Background: an optimization exercise with open tools, aiming at small area. Do not read the settings as production practice. The RTL was checked by simulation tests, not by an equivalence proof against the original design.

## filt_ppd
module filt_ppd (
  input  wire               i_rst_an,    
  input  wire               i_ena,       
  input  wire               i_clk,       
  input  wire signed [5:0]  i_data,      
  output wire signed [27:0] o_data,      
  output wire               o_sclk       
);
  localparam [25:0] c_k30 = 26'h2ea0000;
  localparam [25:0] c_k31 = 26'h1600000;
  reg  [4:0]  r_k;
  reg         r_sclk;
  reg  [25:0] r_acc_a;
  reg  [25:0] r_acc_b;
  wire [5:0] w_x = i_data & {6{i_ena}};
  wire [6:0] w_xe = {w_x, 1'b0};
  wire [2:0] w_one, w_two, w_neg, w_nneg;
  genvar i;
  generate
    for (i = 0; i < 3; i = i + 1) begin: g_booth
      assign w_one[i]  = w_xe[2*i+1] ^ w_xe[2*i];
      assign w_two[i]  = (w_xe[2*i+2] & ~w_xe[2*i+1] & ~w_xe[2*i]) |
                         (~w_xe[2*i+2] & w_xe[2*i+1] & w_xe[2*i]);
      assign w_neg[i]  = w_xe[2*i+2];
      assign w_nneg[i] = i_ena & ~w_xe[2*i+2];
    end
  endgenerate
  reg  [4:0] w_k_nxt;
  reg        w_first, w_last, w_rst_st;
  always @(*) begin
    w_k_nxt  = 5'd0;
    w_first  = 1'b0;    
    w_last   = 1'b0;    
    w_rst_st = 1'b0;    
    case (r_k)
      5'd0: begin w_k_nxt = 5'd30; w_last = 1'b1; end
      5'd1: begin w_k_nxt = 5'd0; end
      5'd2: begin w_k_nxt = 5'd1; end
      5'd3: begin w_k_nxt = 5'd2; end
      5'd4: begin w_k_nxt = 5'd3; end
      5'd5: begin w_k_nxt = 5'd4; end
      5'd6: begin w_k_nxt = 5'd5; end
      5'd7: begin w_k_nxt = 5'd6; end
      5'd8: begin w_k_nxt = 5'd7; end
      5'd9: begin w_k_nxt = 5'd8; end
      5'd10: begin w_k_nxt = 5'd9; end
      5'd11: begin w_k_nxt = 5'd10; end
      5'd12: begin w_k_nxt = 5'd11; end
      5'd13: begin w_k_nxt = 5'd12; end
      5'd14: begin w_k_nxt = 5'd13; end
      5'd15: begin w_k_nxt = 5'd14; end
      5'd16: begin w_k_nxt = 5'd15; end
      5'd17: begin w_k_nxt = 5'd16; end
      5'd18: begin w_k_nxt = 5'd17; end
      5'd19: begin w_k_nxt = 5'd18; end
  ...
Size: ~790 cells after synthesis, about 58 flip-flops, about 38 I/O pins, about 0.0073 mm^2 of cells after synthesis.
Settings: LEC_CHECK=0, CAP_MARGIN=20, CORE_MARGIN=2, CORE_UTILIZATION=40, CTS_BUF_LIST=sky130_fd_sc_hd__clkbuf_8, CTS_CLUSTER_DIAMETER=200, CTS_CLUSTER_SIZE=60, SLEW_MARGIN=20, SYNTH_HIERARCHICAL=1, SYNTH_MINIMUM_KEEP_SIZE=0; clock period 25.0 ns.
run.sh (not shown) runs the stock make flow with config.mk's settings and CLKGATE_MAP_FILE= SYNTH_SCRIPT=/design/flow/synth_recipe.tcl, a recipe that flattens the netlist after the stock synthesis.
==> next run, changes <==
==> flow/flow/run.sh (new file) <==
#!/bin/bash
# Own layout flow: the standard synthesis, then an area re-mapping of the
# combinational logic between the registers and adder cells (registers, full
# and half adders are kept as they are, with their names), then the standard flow's
# standard layout with smaller port buffers and a clock tree without dummy loads.
# Each tool's full output goes to a log file of its own in this folder.
set -euo pipefail
W=$(pwd)
export PLATFORM_LIB=$FLOW_HOME/platforms/$FLOW_PLATFORM/lib/sky130_fd_sc_hd__tt_025C_1v80.lib
R=$W/orfs/results/$FLOW_PLATFORM/filt_ppd/base
L=$W/orfs/logs/$FLOW_PLATFORM/filt_ppd/base

# 1. standard synthesis
bash standard.sh synth > $W/log_1_synth.log 2>&1

# 2. re-map the combinational logic for area
cp $R/1_2_yosys.v $W/synth_standard.v
DONT_USE=$(grep -o -- '-dont_use [^ ]*' $L/1_2_yosys.log | sort -u | tr '\n' ' ')
export REOPT_IN=$W/synth_standard.v
export REOPT_OUT=$W/synth_reopt.v
export REOPT_DONT_USE="$DONT_USE"
export REOPT_SCRIPT=$W/flow/abc_area.script
yosys -c $W/flow/reopt.tcl > $W/log_2_reopt.log 2>&1
cp $W/synth_reopt.v $R/1_2_yosys.v
rm -f $R/1_synth.odb $R/1_synth.sdc

# 3. layout
bash standard.sh finish \
  "BUFFER_PORTS_ARGS=-buffer_cell sky130_fd_sc_hd__buf_1" \
  "CTS_ARGS=-sink_clustering_enable -repair_clock_nets -dont_use_dummy_load -buf_list sky130_fd_sc_hd__clkbuf_8 -sink_clustering_size 30 -sink_clustering_max_diameter 150" \
  > $W/log_3_layout.log 2>&1
==> flow/flow/abc_area.script (new file) <==
strash
dch -f
amap
topo
==> flow/flow/reopt.tcl (new file) <==
# Re-map the combinational logic of the standard synthesis netlist for area.
# Registers, full and half adders stay as they are (blackboxes, same instance names).
yosys -import
set lib $::env(PLATFORM_LIB)
read_liberty -ignore_miss_func $lib
read_verilog $::env(REOPT_IN)
hierarchy -top $::env(FLOW_TOP)
setattr -mod -set blackbox 1 sky130_fd_sc_hd__fa_* sky130_fd_sc_hd__ha_* sky130_fd_sc_hd__df*
tee -o $::env(REOPT_OUT).before.stat stat -liberty $lib
flatten
yosys rename -hide w:*.*
hierarchy -top $::env(FLOW_TOP)
opt_clean -purge
abc -liberty $lib {*}$::env(REOPT_DONT_USE) -script $::env(REOPT_SCRIPT)
read_liberty -lib -ignore_redef $lib
setundef -zero
splitnets
opt_clean -purge
hilomap -singleton -hicell sky130_fd_sc_hd__conb_1 HI -locell sky130_fd_sc_hd__conb_1 LO
insbuf -buf sky130_fd_sc_hd__buf_1 A X
opt_clean -purge
check -assert
tee -o $::env(REOPT_OUT).after.stat stat -liberty $lib
write_verilog -noattr -nohex -nodec $::env(REOPT_OUT)
==> flow/standard.sh (new file) <==
#!/bin/bash
# synth_recipe.tcl (not shown) runs the flow's synth.tcl, then flattens the netlist and writes it again
# the make line also repeats each setting of config.mk as NAME=value (left out here)
make -C /OpenROAD-flow-scripts/flow DESIGN_CONFIG=/design/flow/config.mk WORK_HOME=/design/flow/orfs CLKGATE_MAP_FILE= SYNTH_SCRIPT=/design/flow/synth_recipe.tcl "${@:-finish}"
CTS_BUF_LIST = not set   (was sky130_fd_sc_hd__clkbuf_8)
CTS_CLUSTER_DIAMETER = not set   (was 200)
CTS_CLUSTER_SIZE = not set   (was 60)
removed: flow/run.sh
Effect:
- sequential cell count does not change
- global-route usage rises by 1.5 points
- synthesized area decreases by 9.8%

## static timing again, ports no longer ideal
The results above use ideal ports. As a check the final layouts listed here were re-extracted and re-timed, cells and wires unchanged. Step 1 sets driving cells, clkbuf_16 on the clock port and buf_2 on the other inputs (assumed; they add their load-dependent delay and slew). Step 2 adds t to the input delays and takes it off the output delays; t is the mean of the earliest and latest rising clock arrival at the registers after step 1. Input paths then give back, and output paths get back, about the clock's delay inside the block. Three values: no drivers, after step 1, after step 2; two values: the first two.
| run | t (ns) | setup WS [ns] | worst setup path at the end | worst slew at a driven data input, ns |
|---|---|---|---|---|
| the first run | 0.399 | 9.637 / 9.650 / 9.252 | input to register | 0.04 |
| the second run | 0.395 | 8.678 / 8.691 / 8.297 | input to register | 0.04 |
After both steps setup and hold are still met in every run listed. The setup slack of the first run, which loses most, moves by +0.013 ns with the drivers and by -0.385 ns with both steps.
